From an optimization exercise on the open Yosys and OpenROAD flow, aimed at small area; shortcuts taken in it are not production practice.
Only simulation tests tie the RTL to the original design; equivalence was not proved.
The flow treats the clock pin as an ideal source, which a real chip does not have.

**flow/design.v**
```verilog
module skin_detection(input [23:0] px, output skin);
    wire sk0, sk1;
    ha sk0_i(px[0], px[2], sk0, sk1);
    wire sk2, sk3;
    fa sk2_i(px[1], px[3], sk1, sk2, sk3);
    wire sk4, sk5;
    fa sk4_i(px[2], px[4], sk3, sk4, sk5);
    wire sk6, sk7;
    fa sk6_i(px[3], px[5], sk5, sk6, sk7);
    wire sk8, sk9;
    fa sk8_i(px[4], px[6], sk7, sk8, sk9);
    wire sk10, sk11;
    fa sk10_i(px[5], px[7], sk9, sk10, sk11);
    wire sk12, sk13;
    ha sk12_i(px[6], sk11, sk12, sk13);
    wire sk14, sk15;
    ha sk14_i(px[7], sk13, sk14, sk15);
    wire sk16, sk17;
    ha sk16_i(px[8], px[9], sk16, sk17);
    wire sk18, sk19;
    fa sk18_i(px[9], px[10], sk17, sk18, sk19);
    wire sk20, sk21;
    fa sk20_i(px[10], px[11], sk19, sk20, sk21);
    wire sk22, sk23;
    fa sk22_i(px[11], px[12], sk21, sk22, sk23);
    wire sk24, sk25;
    fa sk24_i(px[12], px[13], sk23, sk24, sk25);
    wire sk26, sk27;
    fa sk26_i(px[13], px[14], sk25, sk26, sk27);
    wire sk28, sk29;
    fa sk28_i(px[14], px[15], sk27, sk28, sk29);
    wire sk30, sk31;
    ha sk30_i(px[15], sk29, sk30, sk31);
    wire sk32 = px[1] & px[8];
    wire sk33 = (px[9] & sk32) | (px[9] & sk0) | (sk32 & sk0);
    wire sk34, sk35;
    fa sk34_i(px[10], sk33, sk2, sk34, sk35);
    wire sk36, sk37;
    fa sk36_i(px[11], sk35, sk4, sk36, sk37);
    wire sk38 = ~(sk36 ^ sk34);
    wire sk39 = sk36 & ~sk34;
    wire sk40, sk41;
    fa sk40_i(px[8], px[12], sk34, sk40, sk41);
    wire sk42, sk43;
    fa sk42_i(sk37, sk6, sk40, sk42, sk43);
    wire sk44, sk45;
    ha sk44_i(sk39, sk42, sk44, sk45);
    wire sk46, sk47;
    fa sk46_i(px[13], sk16, sk41, sk46, sk47);
    wire sk48, sk49;
    fa sk48_i(sk8, sk43, sk46, sk48, sk49);
    wire sk50, sk51;
    ha sk50_i(sk45, sk48, sk50, sk51);
    wire sk52, sk53;
    fa sk52_i(px[0], px[14], sk18, sk52, sk53);
    wire sk54, sk55;
    fa sk54_i(sk52, sk47, sk10, sk54, sk55);
    wire sk56, sk57;
    fa sk56_i(sk49, sk51, sk54, sk56, sk57);
    wire sk58, sk59;
    fa sk58_i(px[16], px[1], px[15], sk58, sk59);
    wire sk60, sk61;
    fa sk60_i(sk58, sk53, sk20, sk60, sk61);
    wire sk62, sk63;
    fa sk62_i(sk60, sk12, sk55, sk62, sk63);
    wire sk64, sk65;
    ha sk64_i(sk57, sk62, sk64, sk65);
    wire sk66, sk67;
    fa sk66_i(px[17], sk0, sk59, sk66, sk67);
    wire sk68, sk69;
    fa sk68_i(sk66, sk61, sk22, sk68, sk69);
    wire sk70, sk71;
    fa sk70_i(sk68, sk14, sk63, sk70, sk71);
    wire sk72 = ~(sk70 ^ sk65);
    wire sk73 = sk70 & ~sk65;
    wire sk74, sk75;
    fa sk74_i(px[18], sk2, sk67, sk74, sk75);
    wire sk76, sk77;
    fa sk76_i(sk74, sk24, sk69, sk76, sk77);
    wire sk78, sk79;
    fa sk78_i(sk76, sk15, sk65, sk78, sk79);
    wire sk80, sk81;
    fa sk80_i(sk71, sk73, sk78, sk80, sk81);
    wire sk82, sk83;
    fa sk82_i(px[19], sk4, sk75, sk82, sk83);
    wire sk84, sk85;
    fa sk84_i(sk82, sk26, sk77, sk84, sk85);
    wire sk86, sk87;
    fa sk86_i(sk84, sk79, sk81, sk86, sk87);
    wire sk88, sk89;
    fa sk88_i(px[20], sk6, sk83, sk88, sk89);
    wire sk90, sk91;
    fa sk90_i(sk88, sk28, sk85, sk90, sk91);
    wire sk92, sk93;
    ha sk92_i(sk90, sk87, sk92, sk93);
    wire sk94, sk95;
    fa sk94_i(px[21], sk8, sk89, sk94, sk95);
    wire sk96, sk97;
    fa sk96_i(sk94, sk30, sk91, sk96, sk97);
    wire sk98, sk99;
    ha sk98_i(sk96, sk93, sk98, sk99);
    wire sk100, sk101;
    fa sk100_i(px[22], sk10, sk95, sk100, sk101);
    wire sk102, sk103;
    fa sk102_i(sk31, sk100, sk97, sk102, sk103);
    wire sk104, sk105;
    ha sk104_i(sk102, sk99, sk104, sk105);
    wire sk106, sk107;
    fa sk106_i(px[23], sk12, sk101, sk106, sk107);
    wire sk108, sk109;
    fa sk108_i(sk106, sk103, sk105, sk108, sk109);
    wire sk110, sk111;
    fa sk110_i(sk14, sk107, sk109, sk110, sk111);
    wire sk112 = sk15 ^ sk111 ^ sk110;
    wire sk113, sk114;
    ha sk113_i(px[8], sk34, sk113, sk114);
    wire sk115, sk116;
    fa sk115_i(px[8], sk16, sk38, sk115, sk116);
    wire sk117 = ~(sk114 ^ sk115);
    wire sk118 = sk114 & ~sk115;
    wire sk119, sk120;
    fa sk119_i(sk18, sk116, sk44, sk119, sk120);
    wire sk121, sk122;
    ha sk121_i(sk118, sk119, sk121, sk122);
    wire sk123, sk124;
    fa sk123_i(sk20, sk120, sk50, sk123, sk124);
    wire sk125 = ~sk122;
    wire sk126, sk127;
    fa sk126_i(sk119, sk125, sk123, sk126, sk127);
    wire sk128, sk129;
    fa sk128_i(sk22, sk124, sk56, sk128, sk129);
    wire sk130 = sk127 ^ sk128;
    wire sk131 = ~(sk127 | sk128);
    wire sk132, sk133;
    fa sk132_i(sk24, sk64, sk129, sk132, sk133);
    wire sk134 = ~(sk131 ^ sk132);
    wire sk135 = sk131 & ~sk132;
    wire sk136, sk137;
    fa sk136_i(sk26, sk72, sk133, sk136, sk137);
    wire sk138, sk139;
    ha sk138_i(sk135, sk136, sk138, sk139);
    wire sk140, sk141;
    fa sk140_i(sk28, sk80, sk137, sk140, sk141);
    wire sk142, sk143;
    ha sk142_i(sk136, sk140, sk142, sk143);
    wire sk144 = ~sk142;
    wire sk145, sk146;
    fa sk145_i(px[8], sk139, sk144, sk145, sk146);
    wire sk147, sk148;
    fa sk147_i(sk30, sk86, sk141, sk147, sk148);
    wire sk149, sk150;
    ha sk149_i(sk143, sk147, sk149, sk150);
    wire sk151 = ~sk149;
    wire sk152, sk153;
    fa sk152_i(px[9], sk146, sk151, sk152, sk153);
    wire sk154, sk155;
    fa sk154_i(sk31, sk92, sk148, sk154, sk155);
    wire sk156 = ~sk150;
    wire sk157, sk158;
    fa sk157_i(px[10], sk156, sk153, sk157, sk158);
    wire sk159 = ~(sk157 ^ sk154);
    wire sk160 = sk157 & ~sk154;
    wire sk161, sk162;
    fa sk161_i(px[11], sk158, sk160, sk161, sk162);
    wire sk163, sk164;
    ha sk163_i(sk98, sk155, sk163, sk164);
    wire sk165 = ~(sk161 ^ sk163);
    wire sk166 = sk161 & ~sk163;
    wire sk167, sk168;
    fa sk167_i(px[12], sk162, sk166, sk167, sk168);
    wire sk169 = ~sk167;
    wire sk170, sk171;
    fa sk170_i(sk104, sk164, sk169, sk170, sk171);
    wire sk172 = ~sk108;
    wire sk173, sk174;
    fa sk173_i(px[13], sk172, sk168, sk173, sk174);
    wire sk175 = ~(sk173 ^ sk171);
    wire sk176 = sk173 & ~sk171;
    wire sk177, sk178;
    fa sk177_i(px[14], sk110, sk174, sk177, sk178);
    wire sk179, sk180;
    ha sk179_i(sk176, sk177, sk179, sk180);
    wire sk181, sk182;
    fa sk181_i(px[15], sk112, sk178, sk181, sk182);
    wire sk183, sk184;
    ha sk183_i(sk180, sk181, sk183, sk184);
    wire sk185 = ~(sk184 ^ sk182);
    wire sk186 = ~(sk34 ^ px[16]);
    wire sk187 = sk34 & ~px[16];
    wire sk188, sk189;
    fa sk188_i(px[16], px[17], sk38, sk188, sk189);
    wire sk190, sk191;
    ha sk190_i(sk187, sk188, sk190, sk191);
    wire sk192, sk193;
    fa sk192_i(px[17], px[18], sk189, sk192, sk193);
    wire sk194, sk195;
    fa sk194_i(sk188, sk44, sk192, sk194, sk195);
    wire sk196 = ~(sk191 ^ sk194);
    wire sk197 = sk191 & ~sk194;
    wire sk198, sk199;
    fa sk198_i(px[18], px[19], sk193, sk198, sk199);
    wire sk200, sk201;
    fa sk200_i(sk50, sk195, sk198, sk200, sk201);
    wire sk202 = ~(sk197 ^ sk200);
    wire sk203 = sk197 & ~sk200;
    wire sk204, sk205;
    fa sk204_i(px[19], px[20], sk199, sk204, sk205);
    wire sk206, sk207;
    fa sk206_i(sk56, sk201, sk204, sk206, sk207);
    wire sk208, sk209;
    ha sk208_i(sk203, sk206, sk208, sk209);
    wire sk210, sk211;
    fa sk210_i(px[20], px[21], sk205, sk210, sk211);
    wire sk212, sk213;
    fa sk212_i(sk64, sk207, sk210, sk212, sk213);
    wire sk214 = ~sk209;
    wire sk215, sk216;
    fa sk215_i(sk206, sk214, sk212, sk215, sk216);
    wire sk217, sk218;
    fa sk217_i(px[21], px[22], sk211, sk217, sk218);
    wire sk219, sk220;
    fa sk219_i(sk72, sk213, sk217, sk219, sk220);
    wire sk221, sk222;
    ha sk221_i(sk216, sk219, sk221, sk222);
    wire sk223, sk224;
    fa sk223_i(px[22], px[23], sk218, sk223, sk224);
    wire sk225, sk226;
    fa sk225_i(sk80, sk220, sk223, sk225, sk226);
    wire sk227 = ~px[16];
    wire sk228, sk229;
    fa sk228_i(sk227, sk222, sk225, sk228, sk229);
    wire sk230, sk231;
    fa sk230_i(px[23], sk224, sk86, sk230, sk231);
    wire sk232, sk233;
    fa sk232_i(sk226, sk230, sk229, sk232, sk233);
    wire sk234, sk235;
    ha sk234_i(px[17], sk232, sk234, sk235);
    wire sk236, sk237;
    fa sk236_i(sk92, sk231, sk233, sk236, sk237);
    wire sk238, sk239;
    ha sk238_i(sk232, sk236, sk238, sk239);
    wire sk240 = ~sk238;
    wire sk241, sk242;
    fa sk241_i(px[18], sk235, sk240, sk241, sk242);
    wire sk243, sk244;
    fa sk243_i(sk98, sk237, sk239, sk243, sk244);
    wire sk245 = ~sk243;
    wire sk246, sk247;
    fa sk246_i(px[19], sk242, sk245, sk246, sk247);
    wire sk248, sk249;
    ha sk248_i(sk104, sk244, sk248, sk249);
    wire sk250 = ~sk248;
    wire sk251, sk252;
    fa sk251_i(px[20], sk250, sk247, sk251, sk252);
    wire sk253, sk254;
    ha sk253_i(sk108, sk249, sk253, sk254);
    wire sk255 = ~sk253;
    wire sk256, sk257;
    fa sk256_i(px[21], sk255, sk252, sk256, sk257);
    wire sk258, sk259;
    fa sk258_i(px[22], sk110, sk257, sk258, sk259);
    wire sk260 = ~(sk258 ^ sk254);
    wire sk261 = sk258 & ~sk254;
    wire sk262, sk263;
    fa sk262_i(px[23], sk112, sk259, sk262, sk263);
    wire sk264 = ~(sk262 ^ sk261);
    wire sk265 = sk262 & ~sk261;
    wire sk266 = sk261 ^ sk263 ^ sk265;
    assign skin = (~(~sk112) | (~(~sk110) & (~(sk108) | (~(sk104) & (~(sk98) | (~(sk92) & (~(sk86) | (~(sk80) & (~(sk72) | (~(sk64) | (~(sk56) | (~(sk50) & (~(sk44) & (~(sk38) | ~(~sk34))))))))))))))) & (~(sk185) & (~(sk183) & (~(sk179) | (~(sk175) | (~(~sk170) & (~(sk165) | (~(sk159) | (~(sk152) | (~(sk145) & (~(sk138) & (~(sk134) | (~(sk130) & (~(~sk126) | (~(sk121) | (~(sk117) & ~(sk113)))))))))))))))) & (~(sk266) & (~(sk264) & (~(sk260) | (~(sk256) & (~(sk251) | (~(sk246) & (~(sk241) & (~(sk234) | (~(~sk228) & (~(~sk221) & (~(~sk215) & (~(sk208) & (~(sk202) & ~(sk196))))))))))))));
endmodule
module fa(input a, input b, input c, output s, output co);
    assign s = a ^ b ^ c;
    assign co = (a & b) | (a & c) | (b & c);
endmodule
module ha(input a, input b, output s, output co);
    assign s = a ^ b;
    assign co = a & b;
endmodule
module position(input [23:0] px, output [7:0] grey);
    wire [2:0] t_r3;
    grey_r3 u_r3(.x(px[23:16]), .q(t_r3));
    wire [4:0] t_bh;
    grey_bh u_bh(.x(px[15:12]), .q(t_bh));
    wire [0:0] t_bl;
    grey_bl u_bl(.x(px[11:8]), .q(t_bl));
    wire [0:0] t_bc;
    grey_bc u_bc(.x(px[15:8]), .q(t_bc));
    wire gr0 = ~px[7];
    wire gr1 = (px[2] & px[6]) | (px[2] & gr0) | (px[6] & gr0);
    wire gr2, gr3;
    fa gr2_i(px[0], px[3], gr1, gr2, gr3);
    wire gr4 = ~(px[6] | gr2);
    wire gr5, gr6;
    fa gr5_i(px[1], px[4], gr3, gr5, gr6);
    wire gr7 = ~gr5;
    wire gr8 = (px[6] & gr4) | (px[6] & gr7) | (gr4 & gr7);
    wire gr9, gr10;
    fa gr9_i(px[2], px[5], gr6, gr9, gr10);
    wire gr11 = ~gr9;
    wire gr12 = (px[0] & gr8) | (px[0] & gr11) | (gr8 & gr11);
    wire gr13, gr14;
    fa gr13_i(px[3], px[6], gr10, gr13, gr14);
    wire gr15 = ~gr13;
    wire gr16 = (px[1] & gr12) | (px[1] & gr15) | (gr12 & gr15);
    wire gr17, gr18;
    fa gr17_i(px[4], px[7], gr14, gr17, gr18);
    wire gr19, gr20;
    fa gr19_i(px[0], px[2], gr16, gr19, gr20);
    wire gr21 = gr19 & ~gr17;
    wire gr22, gr23;
    fa gr22_i(px[1], px[3], t_r3[0], gr22, gr23);
    wire gr24, gr25;
    fa gr24_i(t_bh[0], t_bl[0], t_bc[0], gr24, gr25);
    wire gr26, gr27;
    fa gr26_i(gr22, gr24, gr20, gr26, gr27);
    wire gr28, gr29;
    ha gr28_i(px[5], gr18, gr28, gr29);
    wire gr30 = ~gr28;
    wire gr31, gr32;
    fa gr31_i(gr30, gr21, gr26, gr31, gr32);
    wire gr33, gr34;
    fa gr33_i(px[2], px[4], t_r3[1], gr33, gr34);
    wire gr35, gr36;
    fa gr35_i(t_bh[1], gr23, gr25, gr35, gr36);
    wire gr37, gr38;
    fa gr37_i(gr33, gr35, gr27, gr37, gr38);
    wire gr39, gr40;
    ha gr39_i(px[6], gr29, gr39, gr40);
    wire gr41 = ~gr39;
    wire gr42, gr43;
    fa gr42_i(gr41, gr32, gr37, gr42, gr43);
    wire gr44, gr45;
    fa gr44_i(px[3], px[5], t_r3[2], gr44, gr45);
    wire gr46, gr47;
    fa gr46_i(t_bh[2], gr34, gr44, gr46, gr47);
    wire gr48, gr49;
    fa gr48_i(gr36, gr46, gr38, gr48, gr49);
    wire gr50, gr51;
    ha gr50_i(px[7], gr40, gr50, gr51);
    wire gr52 = ~gr50;
    wire gr53, gr54;
    fa gr53_i(gr52, gr43, gr48, gr53, gr54);
    wire gr55, gr56;
    fa gr55_i(px[4], px[6], t_bh[3], gr55, gr56);
    wire gr57, gr58;
    fa gr57_i(gr45, gr55, gr47, gr57, gr58);
    wire gr59, gr60;
    fa gr59_i(gr57, gr49, gr54, gr59, gr60);
    wire gr61 = ~(gr59 ^ gr51);
    wire gr62 = gr59 & ~gr51;
    wire gr63, gr64;
    fa gr63_i(px[5], px[7], t_bh[4], gr63, gr64);
    wire gr65, gr66;
    fa gr65_i(gr56, gr63, gr58, gr65, gr66);
    wire gr67, gr68;
    fa gr67_i(gr65, gr60, gr62, gr67, gr68);
    wire gr69, gr70;
    fa gr69_i(px[6], gr64, gr66, gr69, gr70);
    wire gr71, gr72;
    fa gr71_i(gr69, gr68, gr67, gr71, gr72);
    wire gr73, gr74;
    fa gr73_i(px[7], gr70, gr72, gr73, gr74);
    wire gr75 = ~(gr73 ^ gr71);
    wire gr76 = gr73 & ~gr71;
    wire gr77 = gr71 ^ gr74 ^ gr76;
    assign grey = {~gr77, gr75, ~gr71, ~gr67, gr61, gr53, gr42, gr31};
endmodule
module grey_r3(input [7:0] x, output reg [2:0] q);
    always @* case (x)
        8'd0: q = 3'd0;
        8'd1: q = 3'd0;
        8'd2: q = 3'd0;
        8'd3: q = 3'd0;
        8'd4: q = 3'd0;
        8'd5: q = 3'd0;
        8'd6: q = 3'd0;
        8'd7: q = 3'd0;
        8'd8: q = 3'd0;
        8'd9: q = 3'd0;
        8'd10: q = 3'd0;
        8'd11: q = 3'd0;
        8'd12: q = 3'd0;
        8'd13: q = 3'd0;
        8'd14: q = 3'd0;
        8'd15: q = 3'd0;
        8'd16: q = 3'd0;
        8'd17: q = 3'd0;
        8'd18: q = 3'd0;
        8'd19: q = 3'd0;
        8'd20: q = 3'd0;
        8'd21: q = 3'd0;
        8'd22: q = 3'd0;
        8'd23: q = 3'd0;
        8'd24: q = 3'd0;
        8'd25: q = 3'd0;
        8'd26: q = 3'd0;
        8'd27: q = 3'd0;
        8'd28: q = 3'd0;
        8'd29: q = 3'd0;
        8'd30: q = 3'd0;
        8'd31: q = 3'd0;
        8'd32: q = 3'd0;
        8'd33: q = 3'd0;
        8'd34: q = 3'd1;
        8'd35: q = 3'd1;
        8'd36: q = 3'd1;
        8'd37: q = 3'd1;
        8'd38: q = 3'd1;
        8'd39: q = 3'd1;
        8'd40: q = 3'd1;
        8'd41: q = 3'd1;
        8'd42: q = 3'd1;
        8'd43: q = 3'd1;
        8'd44: q = 3'd1;
        8'd45: q = 3'd1;
        8'd46: q = 3'd1;
        8'd47: q = 3'd1;
        8'd48: q = 3'd1;
        8'd49: q = 3'd1;
        8'd50: q = 3'd1;
        8'd51: q = 3'd1;
        8'd52: q = 3'd1;
        8'd53: q = 3'd1;
        8'd54: q = 3'd1;
        8'd55: q = 3'd1;
        8'd56: q = 3'd1;
        8'd57: q = 3'd1;
        8'd58: q = 3'd1;
        8'd59: q = 3'd1;
        8'd60: q = 3'd1;
        8'd61: q = 3'd1;
        8'd62: q = 3'd1;
        8'd63: q = 3'd1;
        8'd64: q = 3'd1;
        8'd65: q = 3'd1;
        8'd66: q = 3'd1;
        8'd67: q = 3'd2;
        8'd68: q = 3'd2;
        8'd69: q = 3'd2;
        8'd70: q = 3'd2;
        8'd71: q = 3'd2;
        8'd72: q = 3'd2;
        8'd73: q = 3'd2;
        8'd74: q = 3'd2;
        8'd75: q = 3'd2;
        8'd76: q = 3'd2;
        8'd77: q = 3'd2;
        8'd78: q = 3'd2;
        8'd79: q = 3'd2;
        8'd80: q = 3'd2;
        8'd81: q = 3'd2;
        8'd82: q = 3'd2;
        8'd83: q = 3'd2;
        8'd84: q = 3'd2;
        8'd85: q = 3'd2;
        8'd86: q = 3'd2;
        8'd87: q = 3'd2;
        8'd88: q = 3'd2;
        8'd89: q = 3'd2;
        8'd90: q = 3'd2;
        8'd91: q = 3'd2;
        8'd92: q = 3'd2;
        8'd93: q = 3'd2;
        8'd94: q = 3'd2;
        8'd95: q = 3'd2;
        8'd96: q = 3'd2;
        8'd97: q = 3'd2;
        8'd98: q = 3'd2;
        8'd99: q = 3'd2;
        8'd100: q = 3'd3;
        8'd101: q = 3'd3;
        8'd102: q = 3'd3;
        8'd103: q = 3'd3;
        8'd104: q = 3'd3;
        8'd105: q = 3'd3;
        8'd106: q = 3'd3;
        8'd107: q = 3'd3;
        8'd108: q = 3'd3;
        8'd109: q = 3'd3;
        8'd110: q = 3'd3;
        8'd111: q = 3'd3;
        8'd112: q = 3'd3;
        8'd113: q = 3'd3;
        8'd114: q = 3'd3;
        8'd115: q = 3'd3;
        8'd116: q = 3'd3;
        8'd117: q = 3'd3;
        8'd118: q = 3'd3;
        8'd119: q = 3'd3;
        8'd120: q = 3'd3;
        8'd121: q = 3'd3;
        8'd122: q = 3'd3;
        8'd123: q = 3'd3;
        8'd124: q = 3'd3;
        8'd125: q = 3'd3;
        8'd126: q = 3'd3;
        8'd127: q = 3'd3;
        8'd128: q = 3'd3;
        8'd129: q = 3'd3;
        8'd130: q = 3'd3;
        8'd131: q = 3'd3;
        8'd132: q = 3'd3;
        8'd133: q = 3'd3;
        8'd134: q = 3'd4;
        8'd135: q = 3'd4;
        8'd136: q = 3'd4;
        8'd137: q = 3'd4;
        8'd138: q = 3'd4;
        8'd139: q = 3'd4;
        8'd140: q = 3'd4;
        8'd141: q = 3'd4;
        8'd142: q = 3'd4;
        8'd143: q = 3'd4;
        8'd144: q = 3'd4;
        8'd145: q = 3'd4;
        8'd146: q = 3'd4;
        8'd147: q = 3'd4;
        8'd148: q = 3'd4;
        8'd149: q = 3'd4;
        8'd150: q = 3'd4;
        8'd151: q = 3'd4;
        8'd152: q = 3'd4;
        8'd153: q = 3'd4;
        8'd154: q = 3'd4;
        8'd155: q = 3'd4;
        8'd156: q = 3'd4;
        8'd157: q = 3'd4;
        8'd158: q = 3'd4;
        8'd159: q = 3'd4;
        8'd160: q = 3'd4;
        8'd161: q = 3'd4;
        8'd162: q = 3'd4;
        8'd163: q = 3'd4;
        8'd164: q = 3'd4;
        8'd165: q = 3'd4;
        8'd166: q = 3'd4;
        8'd167: q = 3'd5;
        8'd168: q = 3'd5;
        8'd169: q = 3'd5;
        8'd170: q = 3'd5;
        8'd171: q = 3'd5;
        8'd172: q = 3'd5;
        8'd173: q = 3'd5;
        8'd174: q = 3'd5;
        8'd175: q = 3'd5;
        8'd176: q = 3'd5;
        8'd177: q = 3'd5;
        8'd178: q = 3'd5;
        8'd179: q = 3'd5;
        8'd180: q = 3'd5;
        8'd181: q = 3'd5;
        8'd182: q = 3'd5;
        8'd183: q = 3'd5;
        8'd184: q = 3'd5;
        8'd185: q = 3'd5;
        8'd186: q = 3'd5;
        8'd187: q = 3'd5;
        8'd188: q = 3'd5;
        8'd189: q = 3'd5;
        8'd190: q = 3'd5;
        8'd191: q = 3'd5;
        8'd192: q = 3'd5;
        8'd193: q = 3'd5;
        8'd194: q = 3'd5;
        8'd195: q = 3'd5;
        8'd196: q = 3'd5;
        8'd197: q = 3'd5;
        8'd198: q = 3'd5;
        8'd199: q = 3'd5;
        8'd200: q = 3'd6;
        8'd201: q = 3'd6;
        8'd202: q = 3'd6;
        8'd203: q = 3'd6;
        8'd204: q = 3'd6;
        8'd205: q = 3'd6;
        8'd206: q = 3'd6;
        8'd207: q = 3'd6;
        8'd208: q = 3'd6;
        8'd209: q = 3'd6;
        8'd210: q = 3'd6;
        8'd211: q = 3'd6;
        8'd212: q = 3'd6;
        8'd213: q = 3'd6;
        8'd214: q = 3'd6;
        8'd215: q = 3'd6;
        8'd216: q = 3'd6;
        8'd217: q = 3'd6;
        8'd218: q = 3'd6;
        8'd219: q = 3'd6;
        8'd220: q = 3'd6;
        8'd221: q = 3'd6;
        8'd222: q = 3'd6;
        8'd223: q = 3'd6;
        8'd224: q = 3'd6;
        8'd225: q = 3'd6;
        8'd226: q = 3'd6;
        8'd227: q = 3'd6;
        8'd228: q = 3'd6;
        8'd229: q = 3'd6;
        8'd230: q = 3'd6;
        8'd231: q = 3'd6;
        8'd232: q = 3'd6;
        8'd233: q = 3'd6;
        8'd234: q = 3'd7;
        8'd235: q = 3'd7;
        8'd236: q = 3'd7;
        8'd237: q = 3'd7;
        8'd238: q = 3'd7;
        8'd239: q = 3'd7;
        8'd240: q = 3'd7;
        8'd241: q = 3'd7;
        8'd242: q = 3'd7;
        8'd243: q = 3'd7;
        8'd244: q = 3'd7;
        8'd245: q = 3'd7;
        8'd246: q = 3'd7;
        8'd247: q = 3'd7;
        8'd248: q = 3'd7;
        8'd249: q = 3'd7;
        8'd250: q = 3'd7;
        8'd251: q = 3'd7;
        8'd252: q = 3'd7;
        8'd253: q = 3'd7;
        8'd254: q = 3'd7;
        8'd255: q = 3'd7;
    endcase
endmodule
module grey_bh(input [3:0] x, output reg [4:0] q);
    always @* case (x)
        4'd0: q = 5'd0;
        4'd1: q = 5'd1;
        4'd2: q = 5'd3;
        4'd3: q = 5'd5;
        4'd4: q = 5'd7;
        4'd5: q = 5'd8;
        4'd6: q = 5'd10;
        4'd7: q = 5'd12;
        4'd8: q = 5'd14;
        4'd9: q = 5'd15;
        4'd10: q = 5'd17;
        4'd11: q = 5'd19;
        4'd12: q = 5'd21;
        4'd13: q = 5'd22;
        4'd14: q = 5'd24;
        4'd15: q = 5'd26;
    endcase
endmodule
module grey_bl(input [3:0] x, output reg [0:0] q);
    always @* case (x)
        4'd0: q = 1'd0;
        4'd1: q = 1'd0;
        4'd2: q = 1'd0;
        4'd3: q = 1'd0;
        4'd4: q = 1'd0;
        4'd5: q = 1'd0;
        4'd6: q = 1'd0;
        4'd7: q = 1'd0;
        4'd8: q = 1'd0;
        4'd9: q = 1'd0;
        4'd10: q = 1'd1;
        4'd11: q = 1'd1;
        4'd12: q = 1'd1;
        4'd13: q = 1'd1;
        4'd14: q = 1'd1;
        4'd15: q = 1'd1;
    endcase
endmodule
module grey_bc(input [7:0] x, output reg [0:0] q);
    always @* case (x)
        8'd0: q = 1'd0;
        8'd1: q = 1'd0;
        8'd2: q = 1'd0;
        8'd3: q = 1'd0;
        8'd4: q = 1'd0;
        8'd5: q = 1'd0;
        8'd6: q = 1'd0;
        8'd7: q = 1'd0;
        8'd8: q = 1'd0;
        8'd9: q = 1'd0;
        8'd10: q = 1'd0;
        8'd11: q = 1'd0;
        8'd12: q = 1'd0;
        8'd13: q = 1'd0;
        8'd14: q = 1'd0;
        8'd15: q = 1'd0;
        8'd16: q = 1'd0;
        8'd17: q = 1'd0;
        8'd18: q = 1'd0;
        8'd19: q = 1'd1;
        8'd20: q = 1'd1;
        8'd21: q = 1'd1;
        8'd22: q = 1'd1;
        8'd23: q = 1'd1;
        8'd24: q = 1'd1;
        8'd25: q = 1'd1;
        8'd26: q = 1'd0;
        8'd27: q = 1'd0;
        8'd28: q = 1'd1;
        8'd29: q = 1'd1;
        8'd30: q = 1'd1;
        8'd31: q = 1'd1;
        8'd32: q = 1'd0;
        8'd33: q = 1'd0;
        8'd34: q = 1'd0;
        8'd35: q = 1'd0;
        8'd36: q = 1'd0;
        8'd37: q = 1'd1;
        8'd38: q = 1'd1;
        8'd39: q = 1'd1;
        8'd40: q = 1'd1;
        8'd41: q = 1'd1;
        8'd42: q = 1'd0;
        8'd43: q = 1'd0;
        8'd44: q = 1'd0;
        8'd45: q = 1'd0;
        8'd46: q = 1'd1;
        8'd47: q = 1'd1;
        8'd48: q = 1'd0;
        8'd49: q = 1'd0;
        8'd50: q = 1'd0;
        8'd51: q = 1'd0;
        8'd52: q = 1'd0;
        8'd53: q = 1'd0;
        8'd54: q = 1'd0;
        8'd55: q = 1'd1;
        8'd56: q = 1'd1;
        8'd57: q = 1'd1;
        8'd58: q = 1'd0;
        8'd59: q = 1'd0;
        8'd60: q = 1'd0;
        8'd61: q = 1'd0;
        8'd62: q = 1'd0;
        8'd63: q = 1'd0;
        8'd64: q = 1'd0;
        8'd65: q = 1'd0;
        8'd66: q = 1'd0;
        8'd67: q = 1'd0;
        8'd68: q = 1'd0;
        8'd69: q = 1'd0;
        8'd70: q = 1'd0;
        8'd71: q = 1'd0;
        8'd72: q = 1'd0;
        8'd73: q = 1'd1;
        8'd74: q = 1'd0;
        8'd75: q = 1'd0;
        8'd76: q = 1'd0;
        8'd77: q = 1'd0;
        8'd78: q = 1'd0;
        8'd79: q = 1'd0;
        8'd80: q = 1'd0;
        8'd81: q = 1'd0;
        8'd82: q = 1'd1;
        8'd83: q = 1'd1;
        8'd84: q = 1'd1;
        8'd85: q = 1'd1;
        8'd86: q = 1'd1;
        8'd87: q = 1'd1;
        8'd88: q = 1'd1;
        8'd89: q = 1'd1;
        8'd90: q = 1'd0;
        8'd91: q = 1'd1;
        8'd92: q = 1'd1;
        8'd93: q = 1'd1;
        8'd94: q = 1'd1;
        8'd95: q = 1'd1;
        8'd96: q = 1'd0;
        8'd97: q = 1'd0;
        8'd98: q = 1'd0;
        8'd99: q = 1'd0;
        8'd100: q = 1'd1;
        8'd101: q = 1'd1;
        8'd102: q = 1'd1;
        8'd103: q = 1'd1;
        8'd104: q = 1'd1;
        8'd105: q = 1'd1;
        8'd106: q = 1'd0;
        8'd107: q = 1'd0;
        8'd108: q = 1'd0;
        8'd109: q = 1'd0;
        8'd110: q = 1'd1;
        8'd111: q = 1'd1;
        8'd112: q = 1'd0;
        8'd113: q = 1'd0;
        8'd114: q = 1'd0;
        8'd115: q = 1'd0;
        8'd116: q = 1'd0;
        8'd117: q = 1'd0;
        8'd118: q = 1'd0;
        8'd119: q = 1'd1;
        8'd120: q = 1'd1;
        8'd121: q = 1'd1;
        8'd122: q = 1'd0;
        8'd123: q = 1'd0;
        8'd124: q = 1'd0;
        8'd125: q = 1'd0;
        8'd126: q = 1'd0;
        8'd127: q = 1'd0;
        8'd128: q = 1'd0;
        8'd129: q = 1'd0;
        8'd130: q = 1'd0;
        8'd131: q = 1'd0;
        8'd132: q = 1'd0;
        8'd133: q = 1'd0;
        8'd134: q = 1'd0;
        8'd135: q = 1'd0;
        8'd136: q = 1'd0;
        8'd137: q = 1'd1;
        8'd138: q = 1'd0;
        8'd139: q = 1'd0;
        8'd140: q = 1'd0;
        8'd141: q = 1'd0;
        8'd142: q = 1'd0;
        8'd143: q = 1'd0;
        8'd144: q = 1'd0;
        8'd145: q = 1'd0;
        8'd146: q = 1'd1;
        8'd147: q = 1'd1;
        8'd148: q = 1'd1;
        8'd149: q = 1'd1;
        8'd150: q = 1'd1;
        8'd151: q = 1'd1;
        8'd152: q = 1'd1;
        8'd153: q = 1'd1;
        8'd154: q = 1'd0;
        8'd155: q = 1'd1;
        8'd156: q = 1'd1;
        8'd157: q = 1'd1;
        8'd158: q = 1'd1;
        8'd159: q = 1'd1;
        8'd160: q = 1'd0;
        8'd161: q = 1'd0;
        8'd162: q = 1'd0;
        8'd163: q = 1'd0;
        8'd164: q = 1'd1;
        8'd165: q = 1'd1;
        8'd166: q = 1'd1;
        8'd167: q = 1'd1;
        8'd168: q = 1'd1;
        8'd169: q = 1'd1;
        8'd170: q = 1'd0;
        8'd171: q = 1'd0;
        8'd172: q = 1'd0;
        8'd173: q = 1'd1;
        8'd174: q = 1'd1;
        8'd175: q = 1'd1;
        8'd176: q = 1'd0;
        8'd177: q = 1'd0;
        8'd178: q = 1'd0;
        8'd179: q = 1'd0;
        8'd180: q = 1'd0;
        8'd181: q = 1'd0;
        8'd182: q = 1'd1;
        8'd183: q = 1'd1;
        8'd184: q = 1'd1;
        8'd185: q = 1'd1;
        8'd186: q = 1'd0;
        8'd187: q = 1'd0;
        8'd188: q = 1'd0;
        8'd189: q = 1'd0;
        8'd190: q = 1'd0;
        8'd191: q = 1'd1;
        8'd192: q = 1'd0;
        8'd193: q = 1'd0;
        8'd194: q = 1'd0;
        8'd195: q = 1'd0;
        8'd196: q = 1'd0;
        8'd197: q = 1'd0;
        8'd198: q = 1'd0;
        8'd199: q = 1'd0;
        8'd200: q = 1'd1;
        8'd201: q = 1'd1;
        8'd202: q = 1'd0;
        8'd203: q = 1'd0;
        8'd204: q = 1'd0;
        8'd205: q = 1'd0;
        8'd206: q = 1'd0;
        8'd207: q = 1'd0;
        8'd208: q = 1'd0;
        8'd209: q = 1'd0;
        8'd210: q = 1'd1;
        8'd211: q = 1'd1;
        8'd212: q = 1'd1;
        8'd213: q = 1'd1;
        8'd214: q = 1'd1;
        8'd215: q = 1'd1;
        8'd216: q = 1'd1;
        8'd217: q = 1'd1;
        8'd218: q = 1'd0;
        8'd219: q = 1'd1;
        8'd220: q = 1'd1;
        8'd221: q = 1'd1;
        8'd222: q = 1'd1;
        8'd223: q = 1'd1;
        8'd224: q = 1'd0;
        8'd225: q = 1'd0;
        8'd226: q = 1'd0;
        8'd227: q = 1'd0;
        8'd228: q = 1'd1;
        8'd229: q = 1'd1;
        8'd230: q = 1'd1;
        8'd231: q = 1'd1;
        8'd232: q = 1'd1;
        8'd233: q = 1'd1;
        8'd234: q = 1'd0;
        8'd235: q = 1'd0;
        8'd236: q = 1'd0;
        8'd237: q = 1'd1;
        8'd238: q = 1'd1;
        8'd239: q = 1'd1;
        8'd240: q = 1'd0;
        8'd241: q = 1'd0;
        8'd242: q = 1'd0;
        8'd243: q = 1'd0;
        8'd244: q = 1'd0;
        8'd245: q = 1'd0;
        8'd246: q = 1'd1;
        8'd247: q = 1'd1;
        8'd248: q = 1'd1;
        8'd249: q = 1'd1;
        8'd250: q = 1'd0;
        8'd251: q = 1'd0;
        8'd252: q = 1'd0;
        8'd253: q = 1'd0;
        8'd254: q = 1'd0;
        8'd255: q = 1'd1;
    endcase
endmodule
module colour_change #
(
    parameter DATA_WIDTH = 24
)
(
    input  wire                  clk,
    input  wire                  n_rst,
    input  wire [DATA_WIDTH-1:0] i_vid_data,
    input  wire                  i_vid_hsync,
    input  wire                  i_vid_vsync,
    input  wire                  i_vid_VDE,
    output wire [DATA_WIDTH-1:0] o_vid_data,
    output wire                  o_vid_hsync,
    output wire                  o_vid_vsync,
    output wire                  o_vid_VDE,
    input  wire [3:0]            btn,
    input  wire [3:0]            sw,
    output wire [3:0]            led
);
    assign led = 4'd0;
    wire m1 = (sw == 4'd1);
    wire m2 = (sw == 4'd2);
    wire m3 = (sw == 4'd3);
    wire fx = m1 | m2 | m3;           
    reg [23:0] d1, d2, d3;
    reg sk3;
    reg hs, vs, de;
    wire skin;
    skin_detection u_skin(.px(d2), .skin(skin));
    wire [7:0] grey;
    position u_grey(.px(d1), .grey(grey));
    reg  [10:0] h;
    wire [11:0] hc;
    wire [10:0] hinc;
    assign hc[0] = i_vid_VDE;
    genvar i;
    generate for (i = 0; i < 11; i = i + 1) begin : g_inc
        ha u_ha(.a(h[i]), .b(hc[i]), .s(hinc[i]), .co(hc[i+1]));
    end endgenerate
    wire wrap = hc[7] & h[8] & h[9] & h[10];    
    wire hkeep = n_rst & ~wrap;
    always @(posedge clk)
        h <= hinc & {11{hkeep}};
    wire band = (h > 11'd200) && (h < 11'd800);
    always @(posedge clk) begin
        d1 <= i_vid_data;
        d2 <= d1;
        d3 <= d2;
        sk3 <= skin;
        hs <= i_vid_hsync;
        vs <= i_vid_vsync;
        de <= i_vid_VDE;
    end
    wire s_d3  = m1 & sk3;                  
    wire s_ff  = m1 & ~sk3;                 
    wire s_d1  = m3 & ~band;                
    wire s_nd1 = m2;                        
    wire s_gr  = m3 & band;                 
    wire s_in  = ~fx;                       
    wire [7:0] gx_n  = ~({8{s_gr}} & grey);            
    wire [7:0] gxf_n = ~(({8{s_gr}} & grey) | {8{s_ff}});  
    wire [23:0] x_n = {gxf_n, gxf_n, gx_n};
    generate for (i = 0; i < 24; i = i + 1) begin : g_out
        omux u_mux(.a1(s_d3), .a2(d3[i]), .c1(s_in), .c2(i_vid_data[i]),
                   .d(d1[i]), .d1(s_d1), .d0(s_nd1), .xn(x_n[i]), .o(o_vid_data[i]));
    end endgenerate
    assign o_vid_hsync = fx ? hs : i_vid_hsync;
    assign o_vid_vsync = fx ? vs : i_vid_vsync;
    assign o_vid_VDE   = fx ? de : i_vid_VDE;
endmodule
module omux(input a1, input a2, input c1, input c2, input d, input d1, input d0, input xn, output o);
    assign o = (a1 & a2) | (c1 & c2) | (d ? d1 : d0) | ~xn;
endmodule
```
**flow/flow/run.sh**
```bash
#!/bin/bash
# Layout flow: the standard ORFS flow (standard.sh) with
#  1. port buffers of the smallest buffer cell (buffer_ports -buffer_cell buf_1);
#  2. clock tree synthesis without dummy load cells, then smaller clock
#     buffers where the clock slew allows (flow/post_cts.tcl);
#  3. after the standard synthesis, the combinational cells other than the
#     full-adder cells are re-mapped by ABC for area (registers, full adders
#     and tie cells are kept as they are, so every register keeps its name
#     and cell).
#  4. the tie cell driving the constant led outputs is not duplicated per pin.
# Each tool's output goes to a log file of its own in this folder.
set -euo pipefail
export BUFFER_PORTS_ARGS="-buffer_cell sky130_fd_sc_hd__buf_1"
export SKIP_REPAIR_TIE_FANOUT=1
export POST_CTS_TCL="$PWD/flow/post_cts.tcl"
export CTS_ARGS="-sink_clustering_enable -repair_clock_nets -dont_use_dummy_load -buf_list sky130_fd_sc_hd__clkbuf_8 -sink_clustering_size 50 -sink_clustering_max_diameter 100"

bash standard.sh synth > synth.log 2>&1

RES=orfs/results/$FLOW_PLATFORM/colour_change/base
LOGD=orfs/logs/$FLOW_PLATFORM/colour_change/base
LIB=$FLOW_HOME/platforms/$FLOW_PLATFORM/lib/sky130_fd_sc_hd__tt_025C_1v80.lib
YOSYS=$FLOW_HOME/../tools/install/yosys/bin/yosys
[ -x "$YOSYS" ] || YOSYS=yosys

cp $RES/1_2_yosys.v synth_netlist.v
KEEP='sky130_fd_sc_hd__(fa_1|dfxtp_1|conb_1)$'
DONT_USE=$(grep -m1 '^abc -script' $LOGD/1_2_yosys.log | grep -o '\-dont_use [^ ]*' | tr '\n' ' ')

# resynth IN OUT SCRIPT TAG: flatten the cells of IN (other than KEEP) to
# logic and map that logic again with ABC script SCRIPT
resynth() {
  local in=$1 out=$2 scr=$3 tag=$4
  local cells
  cells=$(grep -o 'sky130_fd_sc_hd__[a-z0-9_]*' $in | sort -u | grep -Ev "$KEEP" || true)
  python3 flow/cellfuncs.py $LIB cellfuncs_$tag.v $cells > cellfuncs_$tag.log 2>&1
  cat > resynth_$tag.ys <<EOT
read_liberty -lib $LIB
read_verilog -overwrite cellfuncs_$tag.v
read_verilog $in
hierarchy -top $FLOW_TOP
flatten
techmap
opt -fast
hierarchy -top $FLOW_TOP
abc -liberty $LIB $DONT_USE -script $scr
setundef -zero
splitnets
opt_clean -purge
hilomap -singleton -hicell sky130_fd_sc_hd__conb_1 HI -locell sky130_fd_sc_hd__conb_1 LO
opt_clean -purge
write_verilog -noattr -noexpr -nohex -nodec $out
EOT
  $YOSYS -s resynth_$tag.ys > resynth_$tag.log 2>&1
}

best=synth_netlist.v
besta=$(python3 flow/cellarea.py $LIB synth_netlist.v)
echo "standard synthesis: area $besta" > resynth_choice.log
for pass in 1 2; do
  src=$best
  for n in 1 2 3 4; do
    tag=p${pass}_s$n
    if resynth $src resynth_$tag.v flow/resynth$n.abc $tag; then
      a=$(python3 flow/cellarea.py $LIB resynth_$tag.v)
      echo "pass $pass script $n: area $a" >> resynth_choice.log
      if python3 -c "import sys; sys.exit(0 if $a < $besta else 1)"; then
        best=resynth_$tag.v; besta=$a
      fi
    fi
  done
done
echo "chosen: $best ($besta)" >> resynth_choice.log
cp $best $RES/1_2_yosys.v
rm -f $RES/1_synth.odb

bash standard.sh > standard.log 2>&1
```
**flow/flow/cellarea.py**
```python
#!/usr/bin/env python3
"""Total liberty cell area of the instances in a mapped Verilog netlist.
Usage: cellarea.py LIB NETLIST"""
import re, sys
lib = open(sys.argv[1]).read()
area = {}
for body in re.split(r'\n\s*cell\s*\(', lib)[1:]:
    n = re.match(r'\s*"?(\w+)"?', body).group(1)
    a = re.search(r'area\s*:\s*([\d.]+)', body)
    if a:
        area[n] = float(a.group(1))
net = open(sys.argv[2]).read()
print("%.4f" % sum(area.get(c, 0.0) for c in re.findall(r'^\s*(sky130_\w+)\s', net, re.M)))
```
**flow/flow/cellfuncs.py**
```python
#!/usr/bin/env python3
"""Write Verilog models of the combinational single-output cells of a
liberty file (their 'function' attributes), so that Yosys can flatten a mapped
netlist back to plain logic.  Usage: cellfuncs.py LIB OUT.v [cells used...]"""
import re, sys
lib = open(sys.argv[1]).read()
used = set(sys.argv[3:])
out = []
for body in re.split(r'\n\s*cell\s*\(', lib)[1:]:
    name = re.match(r'\s*"?(\w+)"?', body).group(1)
    if used and name not in used:
        continue
    if re.search(r'\b(ff|latch|statetable)\s*\(', body):
        continue
    pins = re.findall(r'pin\s*\(\s*"?(\w+)"?\s*\)\s*\{(.*?)\n\s{8}\}', body, re.S)
    ins, outs = [], []
    for p, pb in pins:
        d = re.search(r'direction\s*:\s*"?(\w+)"?', pb)
        if not d:
            continue
        if d.group(1) == 'input':
            ins.append(p)
        elif d.group(1) == 'output':
            f = re.search(r'function\s*:\s*"([^"]*)"', pb)
            outs.append((p, f.group(1) if f else None))
    if not outs or any(f is None for o, f in outs):
        continue
    assigns = []
    for o, f in outs:
        e = f.replace('!', '~').replace('*', '&').replace('+', '|')
        e = re.sub(r'(\w)\s+(?=[\w(~])', r'\1 & ', e)  # implicit AND by space
        e = re.sub(r'\)\s+(?=[\w(~])', r') & ', e)
        assigns.append("  assign %s = %s;\n" % (o, e))
    on = [o for o, f in outs]
    out.append("module %s(%s);\n  input %s;\n  output %s;\n%sendmodule\n" % (
        name, ", ".join(ins + on), ", ".join(ins), ", ".join(on), "".join(assigns)))
open(sys.argv[2], 'w').write("\n".join(out))
```
**flow/flow/post_cts.tcl**
```tcl
set small sky130_fd_sc_hd__clkbuf_4
set limit 0.106
set block [ord::get_db_block]
if {![get_property [lindex [all_clocks] 0] is_propagated]} { set_propagated_clock [all_clocks] }
proc leaf_max_slew { net } {
  set worst 0
  foreach it [$net getITerms] {
    if {[[$it getMTerm] getName] != "CLK"} { continue }
    set pin [get_pins [[$it getInst] getName]/CLK]
    set s [get_property $pin slew_max]
    if {$s > $worst} { set worst $s }
  }
  return $worst
}
foreach inst [$block getInsts] {
  set m [[$inst getMaster] getName]
  if {![string match "sky130_fd_sc_hd__clkbuf_*" $m]} { continue }
  set onet [[$inst findITerm X] getNet]
  if {![string match "*leaf*" [$onet getName]]} { continue }
  set iname [$inst getName]
  replace_cell $iname $small
  estimate_parasitics -placement
  set s [leaf_max_slew $onet]
  if {$s > $limit} {
    replace_cell $iname $m
    estimate_parasitics -placement
    puts "post_cts: $iname kept as $m (slew [format %.3f $s] with $small)"
  } else {
    puts "post_cts: $iname -> $small (slew [format %.3f $s])"
  }
}

# the root buffer only drives the leaf buffers
foreach inst [$block getInsts] {
  set m [[$inst getMaster] getName]
  if {![string match "sky130_fd_sc_hd__clkbuf_*" $m]} { continue }
  set inet [[$inst findITerm A] getNet]
  if {[llength [$inet getBTerms]] == 0} { continue }
  set iname [$inst getName]
  replace_cell $iname $small
  estimate_parasitics -placement
  set worst 0
  foreach inst2 [$block getInsts] {
    if {![string match "sky130_fd_sc_hd__clkbuf_*" [[$inst2 getMaster] getName]] || $inst2 == $inst} { continue }
    set on [[$inst2 findITerm X] getNet]
    set s [leaf_max_slew $on]
    if {$s > $worst} { set worst $s }
  }
  if {$worst > $limit} {
    replace_cell $iname $m
    estimate_parasitics -placement
    puts "post_cts: root $iname kept as $m"
  } else {
    puts "post_cts: root $iname -> $small (worst sink slew [format %.3f $worst])"
  }
}
```
**flow/flow/resynth1.abc**
```
strash
dch -f
map -a
strash
dch -f
map -a
strash
dch -f
map -a
topo
```
**flow/flow/resynth2.abc**
```
strash
dch -f
map -a
strash
dch -f
map -a
strash
dch -f
map -a
strash
dch -f
amap
topo
```
**flow/flow/resynth3.abc**
```
strash
dch -f
map -a
strash
dch -f
map -a
strash
dch -f
map -a
strash
dch -f
map -a
strash
dch -f
map -a
topo
```
**flow/flow/resynth4.abc**
```
strash
dch -f
map -a
strash
dch -f
map -a
strash
dch -f
map -a
strash
dch -f
amap
strash
dch -f
amap
topo
```
**flow/standard.sh**
```bash
#!/bin/bash
# synth_recipe.tcl (not shown) runs the flow's synth.tcl, then flattens the netlist and writes it again
# the make line also repeats each setting of config.mk as NAME=value (left out here)
make -C /OpenROAD-flow-scripts/flow DESIGN_CONFIG=/design/flow/config.mk WORK_HOME=/design/flow/orfs CLKGATE_MAP_FILE= SYNTH_SCRIPT=/design/flow/synth_recipe.tcl "${@:-finish}"
```
**flow/config.mk**
```make
export PLATFORM = sky130hd
export DESIGN_NAME = colour_change
export DESIGN_NICKNAME = colour_change
export VERILOG_FILES = /design/flow/design.v
export SDC_FILE = /design/flow/constraint.sdc
export NUM_CORES = 4
export LEC_CHECK = 0
export CAP_MARGIN = 0
export CORE_MARGIN = 2
export CORE_UTILIZATION = 40
export CTS_BUF_LIST = sky130_fd_sc_hd__clkbuf_8
export CTS_CLUSTER_DIAMETER = 100
export CTS_CLUSTER_SIZE = 50
export GPL_TIMING_DRIVEN = 0
export SLEW_MARGIN = 0
export SYNTH_HIERARCHICAL = 1
```
**flow/constraint.sdc**
```tcl
create_clock -name core_clock -period 20.0 [get_ports {clk}]
set_input_delay 4.0000 -clock core_clock [delete_from_list [all_inputs] [get_ports {clk}]]
set_output_delay 4.0000 -clock core_clock [all_outputs]
set_load 0.01 [all_outputs]
```
==> results_dict.tcl <==
set metrics [dict create \
    detail-route-antenna-nets 0 \
    track_usage 0.196 \
    drc 0 \
    rr_startpoint "d2[0]" \
    grt-ovfl-total 0 \
    crit_path_start_kind "flop" \
    antenna_found_initial 0 \
    crit_fanout 9 \
    hold_class "flop to flop" \
    worstHoldEndpoint "d3[2]" \
    start_util 0.405 \
    min_period_ps 12910 \
    core-area_sq_um 14400 \
    clock-sinks 87 \
    io_pins 68 \
    cp_slowest_cell "dfxtp_1" \
    fillers 1417 \
    drtPass1Iterations 6 \
    setup_violations 0 \
    hp-start "d2[2]" \
    routedWlPerCell_microns 17.8 \
    maxCapViolations 0 \
    clkLatencyLatePin_ps 460 \
    die_area_sq_um 15600 \
    synthCells 551 \
    portBuffers 59 \
    rr_worst_depth 33 \
    num_vias 4305 \
    grt_pass1_wl_mm 24.0 \
    grt_pass1_vias 4637 \
    r2r_slack_ps 9310 \
    finalWirelength_mm 14.3 \
    crit_required_ps 16000 \
    syn2layout_area_growth_pct 10.2 \
    core.rowCount 44 \
    slowest_delay_ps 580 \
    rsz0062_at_grt "false" \
    fin_skew_ps 28.0 \
    r2r_end "sk3" \
    die_h_microns 125 \
    status "finished clean" \
    ys_warn_count 11 \
    synth_area_sq_um 5840 \
    drv_slew 0 \
    final-hold-violation-count 0 \
    gp_congestion 0.898 \
    fin_util 0.446 \
    tightest_slew_ps 998 \
    cp.arrival_ps 8910 \
    syn_avg_cell_area_sq_um 10.6 \
    fmax_mhz 77.5 \
    grt_max_degree 28 \
    cts_tree "yes" \
    slew_headroom 0.332 \
    drive_above_1_share 0.0209 \
    clkTransAtPathRegs_ps 80 \
    synth_nets 701 \
    endpoint_kind "output port" \
    period_share 0.646 \
    routed_via_density 5.35 \
    hpwl_mm 11.9 \
    die_w_microns 125 \
    nets 773 \
    path_class "flop to output port" \
    drt-initial-drc-count 173 \
    setup-tns-final_ps 0 \
    whs_path_depth 0 \
    crit_top_cell "fa_1" \
    antennaDiodeCount 0 \
]
## critical path: cells and delay by family (launching register included)
family / cells / cell delay [ps]
and+or+nand+nor: 6 / 740
DFF: 1 / 580
buffers and inverters: 2 / 350
adders and majority gates: 13 / 5710
AOI/OAI and AO/OA: 7 / 1110
## worst max path at each step
stage,start,to,slack [ps],depth (start not counted)
finish,d1[7],o_vid_data[22],7090,28
global route,d1[7],o_vid_data[22],6590,28
detailed placement,d1[7],o_vid_data[22],7580,28
global placement,d1[7],o_vid_data[15],7660,28
floorplan,d1[7],o_vid_data[22],8380,27
## flip-flops by register name (all words and copies together) (netlist names)
| register | count |
|---|---|
| sk3 | 1 |
| h | 11 |
| d3 | 24 |
| vs | 1 |
| de | 1 |
| hs | 1 |
| d1 | 24 |
| d2 | 24 |
## cells in the final DEF, fill, tap and decap left out, drive strengths merged, types with 4 or more instances in the layout
master,instances
a211oi,7
a21oi,41
a221o,13
a221oi,5
a222oi,6
and2,7
buf,61
clkbuf,9
clkinv,48
dfxtp,87
fa,113
nand2,38
nand3,4
nor2,69
nor2b,8
nor3,15
o211ai,5
o21a,5
o21ai,38
o22ai,4
o31ai,4
or2,7
## routing by layer
metal | wire, microns | GRT usage | vias to the layer above
met5 | 0 | 0 | -
met4 | 237 | 0.0556 | 0
met3 | 539 | 0.0296 | 14
met2 | 7200 | 0.334 | 110
met1 | 6370 | 0.262 | 2134
li1 | - | - | 2047
## final cells by class
type,count,area (sq um),area share
clock buffers,9,98.8,0.0154
inverters,48,180,0.0280
multi-input cells,416,3920,0.609
flip-flops and latches,87,1740,0.271
well taps,184,230,0.0358
repair buffers,61,264,0.0410
## metrics by stage
step | instances | cell area, sq um | hold slack, ps | worst slack [ps]
2_1_floorplan | 551 | 5840 | 367 | 8380
3_3_place_gp | 794 | 6290 | 385 | 7660
5_1_grt | 805 | 6440 | 399 | 6590
3_5_place_dp | 796 | 6340 | 388 | 7580
6_report | 805 | 6440 | 400 | 7090

==> what the ideal ports hide <==
In the flow no input, the clock included, has a driving cell. The finished layout below was timed again as built, in two steps. Step 1: set_driving_cell puts a clkbuf_16 on clk and a buf_2 on each other input, an assumption about the parent block. Step 2 adds t to the input delays and takes it off the output delays; t is the mean of the earliest and latest rising clock arrival at the registers after step 1. Input paths then give back, and output paths get back, about the clock's delay inside the block. Three values: ideal, step 1, step 2; two values: the first two.
t (ns): 0.477
slack for setup (ns): 7.089 / 7.059 / 7.536
worst register clock-pin slew, ns: 0.11 / 0.11
pins driven straight from the clock port: 1
After both steps setup and hold are still met in this run. The setup slack of this run moves by -0.030 ns with the drivers and by +0.447 ns with both steps.
